This is an optimization exercise on Yosys and OpenROAD, whose aim is small area, not a production implementation.
Function was checked by simulation only, so behaviour that the tests miss may differ from the original.

==> flow/design.v, too long to show whole: its modules and the start of the top module <==
// module signed_mult: 742 lines
// module dsm_add: 75 lines
// module lz_xstep: 110 lines
// module mac_brow: 10 lines
// module mac_benc: 7 lines
// module mac_bsel: 5 lines
// module mac_bsel0: 5 lines
// module mac_fa: 6 lines
// module mac_ha: 6 lines
// module mac_maj: 5 lines
// module Slowclock: 13 lines
// module Lorenz: 46 lines
// module lz_next: 6 lines
// module second_DSM_DAC: 26 lines
// module Lorenz3D: 41 lines
module Lorenz3D(
    clk,
    rst,
    x_init,
    y_init,
    z_init,
    pinX,
    pinY,
    pinZ,
    x,
    y,
    z
    );
  // ...
==> flow/flow/run.sh <==
#!/bin/bash
# Layout flow: the standard synthesis and layout, with one extra step
# between them: combinational cells that synthesis sized up but that drive
# few loads are set back to their smallest drive strength (registers are
# left as synthesis made them); the layout's own timing repair sizes up
# again wherever timing needs it.  Port buffers use the smallest buffer.
set -euo pipefail
bash standard.sh synth > synth.log 2>&1
RESULTS=orfs/results/$FLOW_PLATFORM/Lorenz3D/base \
  openroad -no_init -exit flow/downsize.tcl > downsize.log 2>&1
BUFFER_PORTS_ARGS="-buffer_cell sky130_fd_sc_hd__buf_1" \
  bash standard.sh > layout.log 2>&1
==> flow/flow/downsize.tcl <==
set odb $::env(RESULTS)/1_synth.odb
read_db $odb
set db [ord::get_db]
set block [ord::get_db_block]
set n 0
set saved 0.0
foreach inst [$block getInsts] {
  set master [$inst getMaster]
  set name [$master getName]
  if {[$master isSequential]} { continue }
  if {![regexp {^(sky130_fd_sc_hd__([a-z0-9]+))_([0-9]+)$} $name -> base func size]} { continue }
  if {[regexp {^(df|edf|sdf|dl|buf|clk|conb|tap|fill|decap|diode|fa$|ha$)} $func]} { continue }
  set fanout 0
  foreach it [$inst getITerms] {
    if {[$it isOutputSignal]} {
      set net [$it getNet]
      if {$net ne "NULL"} {
        incr fanout [expr {[llength [$net getITerms]] + [llength [$net getBTerms]] - 1}]
      }
    }
  }
  if {$fanout > 4} { continue }
  foreach s {0 1} {
    if {$s >= $size} { break }
    set m [$db findMaster ${base}_$s]
    if {$m ne "NULL"} {
      set saved [expr {$saved + ([$master getWidth] - [$m getWidth]) * [$master getHeight] / 1e6}]
      $inst swapMaster $m
      incr n
      break
    }
  }
}
puts "downsized $n instances, [format %.1f $saved] um^2"
write_db $odb
==> flow/standard.sh <==
#!/bin/bash
# synth_recipe.tcl (not shown) runs the flow's synth.tcl, then flattens the netlist and writes it again
# the make line also repeats each setting of config.mk as NAME=value (left out here)
make -C /OpenROAD-flow-scripts/flow DESIGN_CONFIG=/design/flow/config.mk WORK_HOME=/design/flow/orfs CLKGATE_MAP_FILE= SYNTH_SCRIPT=/design/flow/synth_recipe.tcl "${@:-finish}"
==> flow/config.mk <==
export PLATFORM = sky130hd
export DESIGN_NAME = Lorenz3D
export DESIGN_NICKNAME = Lorenz3D
export VERILOG_FILES = /design/flow/design.v
export SDC_FILE = /design/flow/constraint.sdc
export NUM_CORES = 4
export LEC_CHECK = 0
export CAP_MARGIN = 0
export CORE_MARGIN = 2
export CORE_UTILIZATION = 60
export CTS_BUF_LIST = sky130_fd_sc_hd__clkbuf_8
export CTS_CLUSTER_DIAMETER = 50
export CTS_CLUSTER_SIZE = 12
export SLEW_MARGIN = 0
export SYNTH_HIERARCHICAL = 1
==> flow/constraint.sdc <==
create_clock -name core_clock -period 18.0 [get_ports {clk}]
set_input_delay 3.6000 -clock core_clock [delete_from_list [all_inputs] [get_ports {clk}]]
set_output_delay 3.6000 -clock core_clock [all_outputs]
set_load 0.01 [all_outputs]
==> impl_metrics.csv, run 1 <==
group,metric,value,unit
run_status,run_status,"finished clean",
yosys,ys_warn_count,9,
clocking,cts_setup_buffers,0,
clocking,cts_root_buffer,"clkbuf_8",
setup_path,worstPathRequired,18.54,ns
clocking,cts_num_sinks,256,
setup_path,cp-endpoint,"L1.x[31]$_DFF_P_",
finish,drive_gt1_share,5.95,%
setup_path,critPathSlowestCell,"fa_1",
place,post-dp-hpwl,70300,µm
finish,dominant_cells,"multi-input gates",
finish,nFillCells,4129,
drt,postRouteAntennaNets,0,
global_route,antenna_found_initial,0,
setup_path,end_kind,"flop",
job,cap_violations,0,
floorplan,core_area,51500,µm²
clocking,cts_tree,"built",
finish,area_share_nonclk_buffers,4.04,%
finish,multi_input_area,25300,µm²
yosys,synth_area_per_cell,11.3,µm²
global_route,first_global_vias,25958,
setup_path,crit_fanout,4,
finish,n_all_buffers,281,
clocking,cts.htree.levels,1,
global_route,grt_max_degree,102,
clocking,clock_latency,0.64,ns
finish,antenna_cells,0,
drt,wl_met3,12000,µm
floorplan,die_x,233,µm
place,dp_slack,0.700,ns
clocking,numCtsBuffers,31,
clocking,hold_buffers,0,
drt,num_vias,24421,
==> module lz_xstep, before the edit <==
module lz_xstep(x, y, xn);
    input  wire [31:0] x;
    input  wire [31:0] y;
    output wire [31:0] xn;
    wire [23:0] dd;    
    wire d0s, d0c, d1s, d1c, d2s, d2c, d3s, d3c, d4s, d4c, d5s, d5c, d6s, d6c, d7s, d7c;
    wire d8c, d9c, d10c, d11c, d12c, d13c, d14c, d15c, d16c, d17c, d18c, d19c, d20c, d21c, d22c, d23c;
    wire d24c, d25c, d26c, d27c, d28c, d29c, d30c, d31c, x0c, x1c, x2s, x2c, x3c, x4s, x4c, x5c;
    wire x6s, x6c, x7c, x8s, x8c, x9c, x10s, x10c, x11c, x12s, x12c, x13c, x14s, x14c, x15c, x16s;
    wire x16c, x17c, x18s, x18c, x19c, x20s, x20c, x21c, x22s, x22c, x23c, x24s, x24c, x25c, x26s, x26c;
    wire x27c, x28s, x28c, x29c, x30s, x30c, x31c, x32s, x32c, x33c, x34s, x34c, x35c, x36s, x36c, x37c;
    wire x38s, x38c, x39c, x40s, x40c, x41c, x42s, x42c, x43c, x44s, x44c, x45s, x45c, x46c, x47s, x47c;
    wire x48s, x48c, x49c, x50s, x50c, x51c, x52s, x52c, x53c, x54s, x54c, x55c, x56s, x56c, x57c, x58s;
    wire x58c, x59c, x60s, x60c;
    mac_maj du0 (.a(y[0]), .b(~x[0]), .c(1'b1), .y(d0c));
    mac_maj du1 (.a(y[1]), .b(~x[1]), .c(d0c), .y(d1c));
    mac_maj du2 (.a(y[2]), .b(~x[2]), .c(d1c), .y(d2c));
    mac_maj du3 (.a(y[3]), .b(~x[3]), .c(d2c), .y(d3c));
    mac_maj du4 (.a(y[4]), .b(~x[4]), .c(d3c), .y(d4c));
    mac_maj du5 (.a(y[5]), .b(~x[5]), .c(d4c), .y(d5c));
    mac_maj du6 (.a(y[6]), .b(~x[6]), .c(d5c), .y(d6c));
    mac_maj du7 (.a(y[7]), .b(~x[7]), .c(d6c), .y(d7c));
    mac_fa du8 (.a(y[8]), .b(~x[8]), .c(d7c), .s(dd[0]), .co(d8c));
    mac_fa du9 (.a(y[9]), .b(~x[9]), .c(d8c), .s(dd[1]), .co(d9c));
    mac_fa du10 (.a(y[10]), .b(~x[10]), .c(d9c), .s(dd[2]), .co(d10c));
    mac_fa du11 (.a(y[11]), .b(~x[11]), .c(d10c), .s(dd[3]), .co(d11c));
    mac_fa du12 (.a(y[12]), .b(~x[12]), .c(d11c), .s(dd[4]), .co(d12c));
    mac_fa du13 (.a(y[13]), .b(~x[13]), .c(d12c), .s(dd[5]), .co(d13c));
    mac_fa du14 (.a(y[14]), .b(~x[14]), .c(d13c), .s(dd[6]), .co(d14c));
    mac_fa du15 (.a(y[15]), .b(~x[15]), .c(d14c), .s(dd[7]), .co(d15c));
    mac_fa du16 (.a(y[16]), .b(~x[16]), .c(d15c), .s(dd[8]), .co(d16c));
    mac_fa du17 (.a(y[17]), .b(~x[17]), .c(d16c), .s(dd[9]), .co(d17c));
    mac_fa du18 (.a(y[18]), .b(~x[18]), .c(d17c), .s(dd[10]), .co(d18c));
    mac_fa du19 (.a(y[19]), .b(~x[19]), .c(d18c), .s(dd[11]), .co(d19c));
    mac_fa du20 (.a(y[20]), .b(~x[20]), .c(d19c), .s(dd[12]), .co(d20c));
    mac_fa du21 (.a(y[21]), .b(~x[21]), .c(d20c), .s(dd[13]), .co(d21c));
    mac_fa du22 (.a(y[22]), .b(~x[22]), .c(d21c), .s(dd[14]), .co(d22c));
    mac_fa du23 (.a(y[23]), .b(~x[23]), .c(d22c), .s(dd[15]), .co(d23c));
    mac_fa du24 (.a(y[24]), .b(~x[24]), .c(d23c), .s(dd[16]), .co(d24c));
    mac_fa du25 (.a(y[25]), .b(~x[25]), .c(d24c), .s(dd[17]), .co(d25c));
    mac_fa du26 (.a(y[26]), .b(~x[26]), .c(d25c), .s(dd[18]), .co(d26c));
    mac_fa du27 (.a(y[27]), .b(~x[27]), .c(d26c), .s(dd[19]), .co(d27c));
    mac_fa du28 (.a(y[28]), .b(~x[28]), .c(d27c), .s(dd[20]), .co(d28c));
    mac_fa du29 (.a(y[29]), .b(~x[29]), .c(d28c), .s(dd[21]), .co(d29c));
    mac_fa du30 (.a(y[30]), .b(~x[30]), .c(d29c), .s(dd[22]), .co(d30c));
    mac_fa du31 (.a(y[31]), .b(~x[31]), .c(d30c), .s(dd[23]), .co(d31c));
    assign xn[0] = x[0];
    mac_ha xu0 (.a(x[1]), .b(dd[0]), .s(xn[1]), .co(x0c));
    mac_fa xu1 (.a(x[2]), .b(dd[1]), .c(x0c), .s(xn[2]), .co(x1c));
    mac_fa xu2 (.a(x[3]), .b(dd[0]), .c(dd[2]), .s(x2s), .co(x2c));
    mac_ha xu3 (.a(x1c), .b(x2s), .s(xn[3]), .co(x3c));
    mac_fa xu4 (.a(x[4]), .b(dd[1]), .c(dd[3]), .s(x4s), .co(x4c));
    mac_fa xu5 (.a(x2c), .b(x3c), .c(x4s), .s(xn[4]), .co(x5c));
    mac_fa xu6 (.a(x[5]), .b(dd[2]), .c(dd[4]), .s(x6s), .co(x6c));
    mac_fa xu7 (.a(x4c), .b(x5c), .c(x6s), .s(xn[5]), .co(x7c));
    mac_fa xu8 (.a(x[6]), .b(dd[3]), .c(dd[5]), .s(x8s), .co(x8c));
    mac_fa xu9 (.a(x6c), .b(x7c), .c(x8s), .s(xn[6]), .co(x9c));
    mac_fa xu10 (.a(x[7]), .b(dd[4]), .c(dd[6]), .s(x10s), .co(x10c));
    mac_fa xu11 (.a(x8c), .b(x9c), .c(x10s), .s(xn[7]), .co(x11c));
    mac_fa xu12 (.a(x[8]), .b(dd[5]), .c(dd[7]), .s(x12s), .co(x12c));
    mac_fa xu13 (.a(x10c), .b(x11c), .c(x12s), .s(xn[8]), .co(x13c));
    mac_fa xu14 (.a(x[9]), .b(dd[6]), .c(dd[8]), .s(x14s), .co(x14c));
    mac_fa xu15 (.a(x12c), .b(x13c), .c(x14s), .s(xn[9]), .co(x15c));
    mac_fa xu16 (.a(x[10]), .b(dd[7]), .c(dd[9]), .s(x16s), .co(x16c));
    mac_fa xu17 (.a(x14c), .b(x15c), .c(x16s), .s(xn[10]), .co(x17c));
    mac_fa xu18 (.a(x[11]), .b(dd[8]), .c(dd[10]), .s(x18s), .co(x18c));
    mac_fa xu19 (.a(x16c), .b(x17c), .c(x18s), .s(xn[11]), .co(x19c));
    mac_fa xu20 (.a(x[12]), .b(dd[9]), .c(dd[11]), .s(x20s), .co(x20c));
    mac_fa xu21 (.a(x18c), .b(x19c), .c(x20s), .s(xn[12]), .co(x21c));
    mac_fa xu22 (.a(x[13]), .b(dd[10]), .c(dd[12]), .s(x22s), .co(x22c));
    mac_fa xu23 (.a(x20c), .b(x21c), .c(x22s), .s(xn[13]), .co(x23c));
    mac_fa xu24 (.a(x[14]), .b(dd[11]), .c(dd[13]), .s(x24s), .co(x24c));
    mac_fa xu25 (.a(x22c), .b(x23c), .c(x24s), .s(xn[14]), .co(x25c));
    mac_fa xu26 (.a(x[15]), .b(dd[12]), .c(dd[14]), .s(x26s), .co(x26c));
    mac_fa xu27 (.a(x24c), .b(x25c), .c(x26s), .s(xn[15]), .co(x27c));
    mac_fa xu28 (.a(x[16]), .b(dd[13]), .c(dd[15]), .s(x28s), .co(x28c));
    mac_fa xu29 (.a(x26c), .b(x27c), .c(x28s), .s(xn[16]), .co(x29c));
    mac_fa xu30 (.a(x[17]), .b(dd[14]), .c(dd[16]), .s(x30s), .co(x30c));
    mac_fa xu31 (.a(x28c), .b(x29c), .c(x30s), .s(xn[17]), .co(x31c));
    mac_fa xu32 (.a(x[18]), .b(dd[15]), .c(dd[17]), .s(x32s), .co(x32c));
    mac_fa xu33 (.a(x30c), .b(x31c), .c(x32s), .s(xn[18]), .co(x33c));
    mac_fa xu34 (.a(x[19]), .b(dd[16]), .c(dd[18]), .s(x34s), .co(x34c));
    mac_fa xu35 (.a(x32c), .b(x33c), .c(x34s), .s(xn[19]), .co(x35c));
    mac_fa xu36 (.a(x[20]), .b(dd[17]), .c(dd[19]), .s(x36s), .co(x36c));
    mac_fa xu37 (.a(x34c), .b(x35c), .c(x36s), .s(xn[20]), .co(x37c));
    mac_fa xu38 (.a(x[21]), .b(dd[18]), .c(dd[20]), .s(x38s), .co(x38c));
    mac_fa xu39 (.a(x36c), .b(x37c), .c(x38s), .s(xn[21]), .co(x39c));
    mac_fa xu40 (.a(x[22]), .b(dd[19]), .c(dd[21]), .s(x40s), .co(x40c));
    mac_fa xu41 (.a(x38c), .b(x39c), .c(x40s), .s(xn[22]), .co(x41c));
    mac_fa xu42 (.a(x[23]), .b(dd[20]), .c(dd[22]), .s(x42s), .co(x42c));
    mac_fa xu43 (.a(x40c), .b(x41c), .c(x42s), .s(xn[23]), .co(x43c));
    mac_fa xu44 (.a(x[24]), .b(dd[21]), .c(~dd[23]), .s(x44s), .co(x44c));
    mac_fa xu45 (.a(1'b1), .b(x42c), .c(x43c), .s(x45s), .co(x45c));
    mac_ha xu46 (.a(x44s), .b(x45s), .s(xn[24]), .co(x46c));
    mac_fa xu47 (.a(x[25]), .b(dd[22]), .c(1'b1), .s(x47s), .co(x47c));
    mac_fa xu48 (.a(x44c), .b(x45c), .c(x46c), .s(x48s), .co(x48c));
    mac_ha xu49 (.a(x47s), .b(x48s), .s(xn[25]), .co(x49c));
    mac_fa xu50 (.a(x[26]), .b(~dd[23]), .c(x47c), .s(x50s), .co(x50c));
    mac_fa xu51 (.a(x48c), .b(x49c), .c(x50s), .s(xn[26]), .co(x51c));
    mac_fa xu52 (.a(x[27]), .b(1'b1), .c(x50c), .s(x52s), .co(x52c));
    mac_ha xu53 (.a(x51c), .b(x52s), .s(xn[27]), .co(x53c));
    mac_fa xu54 (.a(x[28]), .b(1'b1), .c(x52c), .s(x54s), .co(x54c));
    mac_ha xu55 (.a(x53c), .b(x54s), .s(xn[28]), .co(x55c));
    mac_fa xu56 (.a(x[29]), .b(1'b1), .c(x54c), .s(x56s), .co(x56c));
    mac_ha xu57 (.a(x55c), .b(x56s), .s(xn[29]), .co(x57c));
    mac_fa xu58 (.a(x[30]), .b(1'b1), .c(x56c), .s(x58s), .co(x58c));
    mac_ha xu59 (.a(x57c), .b(x58s), .s(xn[30]), .co(x59c));
    mac_fa xu60 (.a(x[31]), .b(1'b1), .c(x58c), .s(x60s), .co(x60c));
    assign xn[31] = x59c ^ x60s;
endmodule
==> module mac_benc, before the edit <==
module mac_benc(a2, a1, a0, one, two, neg);
    input  wire a2, a1, a0;
    output wire one, two, neg;
    assign neg = a2;
    assign one = a1 ^ a0;
    assign two = (a2 & ~a1 & ~a0) | (~a2 & a1 & a0);
endmodule
==> module Lorenz, before the edit <==
module Lorenz(clk, rst, phase, x_init, y_init, z_init, x, y, z);
    input wire clk;
    input wire rst;
    input wire [1:0] phase;
    input wire [31:0] x_init;
    input wire [31:0] y_init;
    input wire [31:0] z_init;
    output reg [31:0] x;
    output reg [31:0] y;
    output reg [31:0] z;
    localparam [31:0] NEGB = 32'hFAAA_AAAB;    
    reg [31:0] t;
    wire sa = rst || phase[1];
    wire sc = !rst && phase == 2'd1;
    wire [26:0] zor;
    assign zor[0] = 1'b0;
    genvar i;
    generate for (i = 1; i < 27; i = i + 1) begin : zo
        assign zor[i] = zor[i-1] | z[i-1];
    end endgenerate
    wire [31:0] w;
    assign w[26:0] = z[26:0] ^ zor;
    assign w[31:27] = ~z[31:27] + 5'b00111 + {4'b0, ~(zor[26] | z[26])};
    wire [31:0] xd, yd, zd;
    wire [23:0] ma = sa ? zd[31:8] : x[31:8];
    wire [31:0] mb = sa ? NEGB : phase[0] ? w : y;
    wire [31:0] mc = sa ? zd : phase[0] ? y : t;
    wire [23:0] mr = {24{sc}} & ~y[31:8];
    wire        mcin = sc || (sa && (ma != 24'd0));
    wire [31:0] mo;
    signed_mult mac (.a(ma), .b(mb), .c(mc), .r(mr), .cin(mcin), .out(mo));
    wire [31:0] xn;
    lz_xstep xs (.x(x), .y(y), .xn(xn));
    always @(posedge clk)
        t <= mo;
    wire sh = !rst && phase != 2'd1;
    lz_next nx (.init(x_init), .nw(xn), .q(x), .si(rst), .sn(sc), .sh(sh), .d(xd));
    lz_next ny (.init(y_init), .nw(mo), .q(y), .si(rst), .sn(sc), .sh(sh), .d(yd));
    lz_next nz (.init(z_init), .nw(t),  .q(z), .si(rst), .sn(sc), .sh(sh), .d(zd));
    always @(posedge clk)
    begin
        x <= xd;
        y <= yd;
        z <= zd;
    end
endmodule
==> inputs of run 2 (changes only) <==
--- a/flow/design.v
+++ b/flow/design.v
@@ -1,21 +1,22 @@
 `timescale 1ns / 1ps
-module signed_mult(a, b, c, r, cin, out);
+module signed_mult(a, na, b, c, r, cin, out);
     input  wire [23:0] a;
+    input  wire        na;
     input  wire [31:0] b;
     input  wire [31:0] c;
     input  wire [23:0] r;
     input  wire        cin;
     output wire [31:0] out;
     wire [11:0] neg, one, two;
     wire [24:0] ax = {a, 1'b0};
     genvar k;
     generate for (k = 0; k < 12; k = k + 1) begin : enc
-        mac_benc be (.a2(ax[2*k+2]), .a1(ax[2*k+1]), .a0(ax[2*k]),
+        mac_benc be (.a2(ax[2*k+2]), .a1(ax[2*k+1]), .a0(ax[2*k]), .inv(na),
                      .one(one[k]), .two(two[k]), .neg(neg[k]));
     end endgenerate
     wire [32:0] e0;
     mac_brow br0 (.b(b), .one(one[0]), .two(two[0]), .neg(neg[0]), .e(e0));
     wire [32:0] e1;
     mac_brow br1 (.b(b), .one(one[1]), .two(two[1]), .neg(neg[1]), .e(e1));
     wire [32:0] e2;
     mac_brow br2 (.b(b), .one(one[2]), .two(two[2]), .neg(neg[2]), .e(e2));
@@ -816,26 +817,25 @@
     mac_fa qu22 (.a(acc2[22]), .b(x9s), .c(q21c), .s(s2[22]), .co(q22c));
     mac_fa qu23 (.a(acc2[23]), .b(x9s), .c(q22c), .s(s2[23]), .co(q23c));
 endmodule
 module lz_xstep(x, y, xn);
     input  wire [31:0] x;
     input  wire [31:0] y;
     output wire [31:0] xn;
     wire [23:0] dd;    
-    wire d0s, d0c, d1s, d1c, d2s, d2c, d3s, d3c, d4s, d4c, d5s, d5c, d6s, d6c, d7s, d7c;
-    wire d8c, d9c, d10c, d11c, d12c, d13c, d14c, d15c, d16c, d17c, d18c, d19c, d20c, d21c, d22c, d23c;
-    wire d24c, d25c, d26c, d27c, d28c, d29c, d30c, d31c, x0c, x1c, x2s, x2c, x3c, x4s, x4c, x5c;
-    wire x6s, x6c, x7c, x8s, x8c, x9c, x10s, x10c, x11c, x12s, x12c, x13c, x14s, x14c, x15c, x16s;
-    wire x16c, x17c, x18s, x18c, x19c, x20s, x20c, x21c, x22s, x22c, x23c, x24s, x24c, x25c, x26s, x26c;
-    wire x27c, x28s, x28c, x29c, x30s, x30c, x31c, x32s, x32c, x33c, x34s, x34c, x35c, x36s, x36c, x37c;
-    wire x38s, x38c, x39c, x40s, x40c, x41c, x42s, x42c, x43c, x44s, x44c, x45s, x45c, x46c, x47s, x47c;
-    wire x48s, x48c, x49c, x50s, x50c, x51c, x52s, x52c, x53c, x54s, x54c, x55c, x56s, x56c, x57c, x58s;
-    wire x58c, x59c, x60s, x60c;
-    mac_maj du0 (.a(y[0]), .b(~x[0]), .c(1'b1), .y(d0c));
+    wire d0c, d1s, d1c, d2s, d2c, d3s, d3c, d4s, d4c, d5s, d5c, d6s, d6c, d7s, d7c, d8c;
+    wire d9c, d10c, d11c, d12c, d13c, d14c, d15c, d16c, d17c, d18c, d19c, d20c, d21c, d22c, d23c, d24c;
+    wire d25c, d26c, d27c, d28c, d29c, d30c, d31c, x0c, x1c, x2s, x2c, x3c, x4s, x4c, x5c, x6s;
+    wire x6c, x7c, x8s, x8c, x9c, x10s, x10c, x11c, x12s, x12c, x13c, x14s, x14c, x15c, x16s, x16c;
+    wire x17c, x18s, x18c, x19c, x20s, x20c, x21c, x22s, x22c, x23c, x24s, x24c, x25c, x26s, x26c, x27c;
+    wire x28s, x28c, x29c, x30s, x30c, x31c, x32s, x32c, x33c, x34s, x34c, x35c, x36s, x36c, x37c, x38s;
+    wire x38c, x39c, x40s, x40c, x41c, x42s, x42c, x43c, x44s, x44c, x45c, x46s, x46c, x47c, x48c, x49c;
+    wire x50c, x51c, x52c, x53c;
+    assign d0c = y[0] | ~x[0];
     mac_maj du1 (.a(y[1]), .b(~x[1]), .c(d0c), .y(d1c));
     mac_maj du2 (.a(y[2]), .b(~x[2]), .c(d1c), .y(d2c));
     mac_maj du3 (.a(y[3]), .b(~x[3]), .c(d2c), .y(d3c));
     mac_maj du4 (.a(y[4]), .b(~x[4]), .c(d3c), .y(d4c));
     mac_maj du5 (.a(y[5]), .b(~x[5]), .c(d4c), .y(d5c));
     mac_maj du6 (.a(y[6]), .b(~x[6]), .c(d5c), .y(d6c));
     mac_maj du7 (.a(y[7]), .b(~x[7]), .c(d6c), .y(d7c));
     mac_fa du8 (.a(y[8]), .b(~x[8]), .c(d7c), .s(dd[0]), .co(d8c));
@@ -902,49 +902,41 @@
     mac_fa xu36 (.a(x[20]), .b(dd[17]), .c(dd[19]), .s(x36s), .co(x36c));
     mac_fa xu37 (.a(x34c), .b(x35c), .c(x36s), .s(xn[20]), .co(x37c));
     mac_fa xu38 (.a(x[21]), .b(dd[18]), .c(dd[20]), .s(x38s), .co(x38c));
     mac_fa xu39 (.a(x36c), .b(x37c), .c(x38s), .s(xn[21]), .co(x39c));
     mac_fa xu40 (.a(x[22]), .b(dd[19]), .c(dd[21]), .s(x40s), .co(x40c));
     mac_fa xu41 (.a(x38c), .b(x39c), .c(x40s), .s(xn[22]), .co(x41c));
     mac_fa xu42 (.a(x[23]), .b(dd[20]), .c(dd[22]), .s(x42s), .co(x42c));
     mac_fa xu43 (.a(x40c), .b(x41c), .c(x42s), .s(xn[23]), .co(x43c));
-    mac_fa xu44 (.a(x[24]), .b(dd[21]), .c(~dd[23]), .s(x44s), .co(x44c));
-    mac_fa xu45 (.a(1'b1), .b(x42c), .c(x43c), .s(x45s), .co(x45c));
-    mac_ha xu46 (.a(x44s), .b(x45s), .s(xn[24]), .co(x46c));
-    mac_fa xu47 (.a(x[25]), .b(dd[22]), .c(1'b1), .s(x47s), .co(x47c));
-    mac_fa xu48 (.a(x44c), .b(x45c), .c(x46c), .s(x48s), .co(x48c));
-    mac_ha xu49 (.a(x47s), .b(x48s), .s(xn[25]), .co(x49c));
-    mac_fa xu50 (.a(x[26]), .b(~dd[23]), .c(x47c), .s(x50s), .co(x50c));
-    mac_fa xu51 (.a(x48c), .b(x49c), .c(x50s), .s(xn[26]), .co(x51c));
-    mac_fa xu52 (.a(x[27]), .b(1'b1), .c(x50c), .s(x52s), .co(x52c));
-    mac_ha xu53 (.a(x51c), .b(x52s), .s(xn[27]), .co(x53c));
-    mac_fa xu54 (.a(x[28]), .b(1'b1), .c(x52c), .s(x54s), .co(x54c));
-    mac_ha xu55 (.a(x53c), .b(x54s), .s(xn[28]), .co(x55c));
-    mac_fa xu56 (.a(x[29]), .b(1'b1), .c(x54c), .s(x56s), .co(x56c));
-    mac_ha xu57 (.a(x55c), .b(x56s), .s(xn[29]), .co(x57c));
-    mac_fa xu58 (.a(x[30]), .b(1'b1), .c(x56c), .s(x58s), .co(x58c));
-    mac_ha xu59 (.a(x57c), .b(x58s), .s(xn[30]), .co(x59c));
-    mac_fa xu60 (.a(x[31]), .b(1'b1), .c(x58c), .s(x60s), .co(x60c));
-    assign xn[31] = x59c ^ x60s;
+    mac_fa xu44 (.a(x[24]), .b(dd[21]), .c(dd[23]), .s(x44s), .co(x44c));
+    mac_fa xu45 (.a(x42c), .b(x43c), .c(x44s), .s(xn[24]), .co(x45c));
+    mac_fa xu46 (.a(x[25]), .b(dd[22]), .c(dd[23]), .s(x46s), .co(x46c));
+    mac_fa xu47 (.a(x44c), .b(x45c), .c(x46s), .s(xn[25]), .co(x47c));
+    mac_fa xu48 (.a(x[26]), .b(x46c), .c(x47c), .s(xn[26]), .co(x48c));
+    mac_fa xu49 (.a(x[27]), .b(dd[23]), .c(x48c), .s(xn[27]), .co(x49c));
+    mac_fa xu50 (.a(x[28]), .b(dd[23]), .c(x49c), .s(xn[28]), .co(x50c));
+    mac_fa xu51 (.a(x[29]), .b(dd[23]), .c(x50c), .s(xn[29]), .co(x51c));
+    mac_fa xu52 (.a(x[30]), .b(dd[23]), .c(x51c), .s(xn[30]), .co(x52c));
+    mac_fa xu53 (.a(x[31]), .b(dd[23]), .c(x52c), .s(xn[31]), .co(x53c));
 endmodule
 module mac_brow(b, one, two, neg, e);
     input  wire [31:0] b;
     input  wire one, two, neg;
     output wire [32:0] e;
     mac_bsel0 s0 (.b0(b[0]), .one(one), .neg(neg), .e(e[0]));
     genvar j;
     generate for (j = 1; j < 33; j = j + 1) begin : s
         mac_bsel sj (.b1(b[(j < 32) ? j : 31]), .b0(b[j-1]), .one(one), .two(two), .neg(neg), .e(e[j]));
     end endgenerate
 endmodule
-module mac_benc(a2, a1, a0, one, two, neg);
-    input  wire a2, a1, a0;
+module mac_benc(a2, a1, a0, inv, one, two, neg);
+    input  wire a2, a1, a0, inv;
     output wire one, two, neg;
-    assign neg = a2;
+    assign neg = a2 ^ inv;
     assign one = a1 ^ a0;
     assign two = (a2 & ~a1 & ~a0) | (~a2 & a1 & a0);
 endmodule
 module mac_bsel(b1, b0, one, two, neg, e);
     input  wire b1, b0, one, two, neg;
     output wire e;
     assign e = ((one & b1) | (two & b0)) ^ neg;
 endmodule
@@ -994,33 +986,26 @@
     input wire [31:0] z_init;
     output reg [31:0] x;
     output reg [31:0] y;
     output reg [31:0] z;
     localparam [31:0] NEGB = 32'hFAAA_AAAB;    
     reg [31:0] t;
     wire sa = rst || phase[1];
     wire sc = !rst && phase == 2'd1;
-    wire [26:0] zor;
-    assign zor[0] = 1'b0;
-    genvar i;
-    generate for (i = 1; i < 27; i = i + 1) begin : zo
-        assign zor[i] = zor[i-1] | z[i-1];
-    end endgenerate
-    wire [31:0] w;
-    assign w[26:0] = z[26:0] ^ zor;
-    assign w[31:27] = ~z[31:27] + 5'b00111 + {4'b0, ~(zor[26] | z[26])};
+    wire [31:0] v = {z[31:27] - 5'b00111, z[26:0]};
+    wire        vn = sc && (z != 32'hB800_0000);
     wire [31:0] xd, yd, zd;
     wire [23:0] ma = sa ? zd[31:8] : x[31:8];
-    wire [31:0] mb = sa ? NEGB : phase[0] ? w : y;
+    wire [31:0] mb = sa ? NEGB : phase[0] ? v : y;
     wire [31:0] mc = sa ? zd : phase[0] ? y : t;
     wire [23:0] mr = {24{sc}} & ~y[31:8];
     wire        mcin = sc || (sa && (ma != 24'd0));
     wire [31:0] mo;
-    signed_mult mac (.a(ma), .b(mb), .c(mc), .r(mr), .cin(mcin), .out(mo));
+    signed_mult mac (.a(ma), .na(vn), .b(mb), .c(mc), .r(mr), .cin(mcin), .out(mo));
     wire [31:0] xn;
     lz_xstep xs (.x(x), .y(y), .xn(xn));
     always @(posedge clk)
         t <= mo;
     wire sh = !rst && phase != 2'd1;
     lz_next nx (.init(x_init), .nw(xn), .q(x), .si(rst), .sn(sc), .sh(sh), .d(xd));
     lz_next ny (.init(y_init), .nw(mo), .q(y), .si(rst), .sn(sc), .sh(sh), .d(yd));
     lz_next nz (.init(z_init), .nw(t),  .q(z), .si(rst), .sn(sc), .sh(sh), .d(zd));
==> flow/config.mk (replaced) <==
export PLATFORM = sky130hd
export DESIGN_NAME = Lorenz3D
export DESIGN_NICKNAME = Lorenz3D
export VERILOG_FILES = /design/flow/design.v
export SDC_FILE = /design/flow/constraint.sdc
export NUM_CORES = 4
export LEC_CHECK = 0
export CAP_MARGIN = 0
export CORE_MARGIN = 2
export CORE_UTILIZATION = 70
export CTS_BUF_LIST = sky130_fd_sc_hd__clkbuf_8
export CTS_CLUSTER_DIAMETER = 50
export CTS_CLUSTER_SIZE = 12
export SLEW_MARGIN = 0
export SYNTH_HIERARCHICAL = 1
==> run 2 against run 1 <==
Still clean. First-iteration DRC count up 41%. Sequential share of layout area up 0.22 points. Flip-flop and latch count unchanged. Routed wire length up 0.17%. Count of clock-buffer cells in the layout down 4.
==> impl_metrics.csv, run 2 <==
group,metric,value,unit
place,gp_congestion,0.972,
yosys,synth_area_per_cell,11.4,µm²
job,cap_violations,0,
setup_path,worstPathRequired,18.50,ns
place,place_inst,3523,
floorplan,dieHeight,214,µm
global_route,antenna_found_initial,2,
timing,hold_viol,0,
drt,postRouteAntennaNets,0,
timing,fin_crit_sh,96.9,%
setup_path,crit_fanout,5,
floorplan,core_area,43300,µm²
finish,layout_common_cells,"fa_1, xnor2_1, a22oi_1, dfxtp_1, buf_1",
drt,via_per_inst,7.01,
floorplan,rows,76,
clocking,hold_buffers,0,
timing,fin_tns_setup,0,ns
timing,relSlewSlack,17.2,%
clocking,cts_tree,"built",
timing,min_period,17.44,ns
clocking,clock_latency,0.63,ns
setup_path,cpMostUsedCell,"fa_1",
timing,rsz0062_at_grt,"no",
global_route,grt_max_degree,156,
finish,nFillCells,2890,
setup_path,r2r_start,"L1.y[0]$_DFF_P_",
finish,syn_to_final_growth,8.84,%
clocking,numCtsBuffers,28,
clocking,clockBufferDepth,3,
drt,wire_per_inst,27.6,µm
setup_path,reg2reg_slack,0.56,ns
global_route,grt_pass1_wl,153000,µm
yosys,syn-cell-area,30800,µm²
setup_path,r2r_cells,43,
place,post-dp-hpwl,70600,µm
drt,drc,0,
clocking,cts_resized,0,
timing,finalClockSkew,0.0341,ns
drt,firstDrtPassIters,10,
global_route,track_usage,44.5,%
setup_path,startpoint_type,"flop",
run_status,run_status,"finished clean",
global_route,overflow,0,
finish,fin_nets,3775,
floorplan,die_x,214,µm
global_route,first_global_vias,26498,
worst_hold_path,hold_path_class,"reg -> reg",
finish,drive_gt1_share,5.80,%
clocking,cts_setup_buffers,0,
yosys,synthCells,2707,
clocking,cts.htree.levels,1,
floorplan,die_area,45700,µm²
finish,fin_cells,3567,
setup_path,end_kind,"flop",
worst_hold_path,min_delay_path_depth,2,
timing,max_freq,57.3,MHz
drt,num_vias,25013,
timing,slew_violations,0,
worst_hold_path,hp-start,"L1.t[0]$_DFF_P_",
timing,worstMarginPinSlew,1.24,ns
floorplan,ios,197,
drt,drt-total-wl,98500,µm
clocking,cts_root_buffer,"clkbuf_8",
setup_path,critPathMaxStageDelay,0.58,ns
yosys,ys_warn_count,9,
setup_path,cp.arrival,17.94,ns
finish,layout_commonest_cell,"fa_1",
setup_path,rr_endpoint,"L1.x[31]$_DFF_P_",
drt,drtIter0Drc,4217,
place,port_buffers,196,
worst_hold_path,hold-path-endpoint,"L1.z[0]$_DFF_P_",
floorplan,start_util,71.3,%
clocking,clk_pin_slew_worst_paths,0.08,ns
setup_path,critPathSlowestCell,"fa_2",
clocking,cts_num_sinks,256,
timing,setup_viol,0,
setup_path,critical_path_class,"reg -> reg",
[run 2: through the flow]
| step | hold slack [ns] | cell area (µm²) | util [%] | setup slack [ns] |
|---|---|---|---|---|
| after global routing | 0.542 | 33600 | 77.6 | 0.0210 |
| after detailed placement | 0.486 | 33000 | 76.2 | 0.473 |
| after global placement | 0.482 | 33000 | 76.2 | 0.652 |
| after floorplan | 0.422 | 30900 | - | 0.964 |
| final | 0.515 | 33600 | 77.6 | 0.556 |
| after CTS | 0.506 | 33600 | 77.6 | 0.458 |
[run 2: cell type report]
class	instances	area [µm²]	share of cell area (%)
multi-input combinational	2239	25100	74.9
sequential	256	5130	15.3
timing repair buffer	282	1400	4.16
tap	585	732	2.18
inverter	161	604	1.80
clock buffer	33	454	1.35
clock inverter	10	120	0.358
antenna	1	2.50	0.00746
[run 2: critical path: cells and delay by family (launching register included)]
family | cells | cell delay (ns)
and+or+nand+nor | 1 | 0.16
adders and majority gates | 40 | 16.38
AOI/OAI and AO/OA | 1 | 0.33
buffers and inverters | 1 | 0.08
DFF | 1 | 0.36
[run 2: worst max-delay path by stage]
stage	startpoint	endpoint	slack, ns	cells after the start
after floorplan	L1.y[0]$_DFF_P_	L1.x[31]$_DFF_P_	0.96	43
after global placement	L1.y[0]$_DFF_P_	L1.x[31]$_DFF_P_	0.65	43
after detailed placement	L1.y[0]$_DFF_P_	L1.x[31]$_DFF_P_	0.47	43
after CTS	L1.y[0]$_DFF_P_	L1.x[31]$_DFF_P_	0.46	43
after global routing	L1.y[0]$_DFF_P_	L1.x[31]$_DFF_P_	0.02	43
final	L1.y[0]$_DFF_P_	L1.x[31]$_DFF_P_	0.56	43
[run 2: routing by layer]
| layer | wire length [µm] | up-vias | share of wire (%) | GRT usage, % |
|---|---|---|---|---|
| met5 | 14 | - | 0.014 | 0 |
| met4 | 5470 | 2 | 5.6 | 21.4 |
| met3 | 13600 | 471 | 14 | 13.7 |
| met2 | 44000 | 2014 | 45 | 67.8 |
| met1 | 35300 | 12538 | 36 | 58.6 |
| li1 | - | 9988 | - | - |
==> inputs of run 3 (changes only) <==
--- a/flow/config.mk
+++ b/flow/config.mk
@@ -7,7 +7,7 @@
 export LEC_CHECK = 0
 export CAP_MARGIN = 0
 export CORE_MARGIN = 2
-export CORE_UTILIZATION = 70
+export CORE_UTILIZATION = 60
 export CTS_BUF_LIST = sky130_fd_sc_hd__clkbuf_8
 export CTS_CLUSTER_DIAMETER = 50
 export CTS_CLUSTER_SIZE = 12
==> run 3 against run 2 <==
Clock skew increased by 0.032 ns. Die area is 16% higher. Flip-flop and latch count stayed put. First-iteration DRC count decreased by 20%. Global-route usage down 6.0 points. Synthesized area unchanged. Via count down 3.2%. Hold slack got worse by 0.0041 ns. Count of clock-buffer cells in the layout shrank 1. Critical path depth did not move.
==> impl_metrics.csv, run 3 <==
group,metric,value,unit
run_status,run_status,"finished clean",
yosys,ys_warn_count,9,
floorplan,rows,83,
timing,worstMarginPinSlew,1.14,ns
setup_path,crit_fanout,5,
drt,num_vias,24208,
yosys,synthCells,2707,
finish,drive_gt1_share,6.10,%
finish,nFillCells,4111,
timing,setup_viol,0,
drt,wire_per_inst,27.4,µm
finish,design_area,33700,µm²
floorplan,die_x,231,µm
setup_path,cp.arrival,17.82,ns
finish,syn_to_final_growth,9.28,%
floorplan,die_area,53200,µm²
timing,finalClockSkew,0.0657,ns
setup_path,worstPathRequired,18.51,ns
clocking,clockBufferDepth,3,
global_route,track_usage,38.6,%
timing,slew_violations,0,
clocking,numCtsBuffers,30,
timing,hold_viol,0,
finish,layout_commonest_cell,"fa_1",
job,cap_violations,0,
setup_path,critPathMaxStageDelay,0.58,ns
timing,min_period,17.32,ns
finish,fin_nets,3779,
global_route,grt_pass1_wl,156000,µm
global_route,first_global_vias,25596,
global_route,antenna_found_initial,3,
clocking,clock_latency,0.66,ns
floorplan,core_area,51100,µm²
setup_path,critical_path_class,"reg -> reg",
yosys,synth_area_per_cell,11.4,µm²
drt,postRouteAntennaNets,0,
global_route,grt_max_degree,159,
floorplan,start_util,60.4,%
setup_path,end_kind,"flop",
clocking,clk_pin_slew_worst_paths,0.08,ns
clocking,cts_root_buffer,"clkbuf_8",
global_route,overflow,0,
place,port_buffers,196,
clocking,cts_tree,"built",
drt,drc,0,
worst_hold_path,hold_path_class,"reg -> reg",
clocking,cts_num_sinks,256,
clocking,cts.htree.levels,1,
timing,fin_tns_setup,0,ns
clocking,cts_setup_buffers,0,
timing,relSlewSlack,23.5,%
setup_path,cpMostUsedCell,"fa_1",
place,post_dp_cell_area,33100,µm²
place,post-dp-hpwl,72600,µm
timing,max_freq,57.7,MHz
drt,drt-total-wl,100000,µm
timing,rsz0062_at_grt,"no",
setup_path,critPathSlowestCell,"fa_2",
timing,fin_crit_sh,96.2,%
drt,via_per_inst,6.60,
floorplan,ios,197,
yosys,syn-cell-area,30800,µm²
place,gp_congestion,0.931,
floorplan,dieHeight,231,µm
setup_path,startpoint_type,"flop",
drt,drtIter0Drc,3384,
drt,firstDrtPassIters,9,
finish,layout_common_cells,"fa_1, xnor2_1, a22oi_1, dfxtp_1, buf_1",
[run 3: critical path: cells and delay by family (launching register included)]
kind	cells	cell delay [ns]
buffers and inverters	1	0.07
flip-flops	1	0.35
AND/OR/NAND/NOR	1	0.16
AO/OA/AOI/OAI	1	0.31
adder cells (fa/ha/maj)	40	16.29
[run 3: final timing paths]
check,to,slack (ns),start,cells after the start
max,L1.x[31]$_DFF_P_,0.68,L1.y[0]$_DFF_P_,43
min,L1.z[0]$_DFF_P_,0.51,L1.t[0]$_DFF_P_,2
max reg2reg,L1.x[31]$_DFF_P_,0.68,L1.y[0]$_DFF_P_,43
min reg2reg,L1.z[0]$_DFF_P_,0.51,L1.t[0]$_DFF_P_,2
[run 3: timing repair]
item | CTS | global route
hold buffers | 0 | 0
setup endpoints to repair | 0 | 1
resized for setup | 0 | 7
endpoints found under the hold margin | 0 | 0
[run 3: area by class of cell]
class / count / area (µm²) / share of cell area (%)
diodes: 1 / 2.50 / 0.00743
clock buffers: 32 / 440 / 1.31
clock inverters: 14 / 125 / 0.371
inverters: 161 / 606 / 1.80
multi-input cells: 2239 / 25100 / 74.6
flip-flops and latches: 256 / 5130 / 15.2
well taps: 680 / 851 / 2.52
repair buffers: 284 / 1410 / 4.19
[run 3: stage by stage]
step	util [%]	cells	setup WS, ns	hold WS [ns]
6_report	66.0	3667	0.684	0.510
2_1_floorplan	-	2719	0.964	0.422
3_3_place_gp	64.8	3620	0.612	0.484
3_5_place_dp	64.8	3620	0.389	0.485
4_1_cts	65.9	3666	0.347	0.510
5_1_grt	66.0	3666	0.0434	0.545
[run 3: routing by layer]
metal  GRT usage [%]  vias to the layer above  share of wire [%]
li1                -                     9988                  -
met1            54.3                    12361                 39
met2            59.3                     1613                 45
met3            9.31                      244                 12
met4            12.3                        2                3.4
met5               0                        -              0.013

-- separate check: timing with driven ports --
In the flow no input, the clock included, has a driving cell. The finished layouts below were timed again as built, in two steps.
Step 1: set_driving_cell puts a clkbuf_16 on clk and a buf_2 on each other input, an assumption about the parent block.
Step 2 moves the port delays by t, midway between the first and last clock arrival at a register: inputs arrive t later, outputs are due t later. That takes back most of the time a late clock gives input paths.
Three values: ideal ports, drivers, drivers and shift; two values: the first two.
run | t, ns | setup WS [ns] | worst setup path after step 2 | clock arrival spread, ns | worst slew at a driven data input, ns
run 1 | 0.696 | 0.725 / 0.725 / 0.725 | register to register | 0.021 / 0.021 | 0.07
run 2 | 0.665 | 0.556 / 0.556 / 0.556 | register to register | 0.035 / 0.035 | 0.06
run 3 | 0.677 | 0.684 / 0.684 / 0.684 | register to register | 0.065 / 0.065 | 0.09
After both steps setup and hold are still met in every run listed.
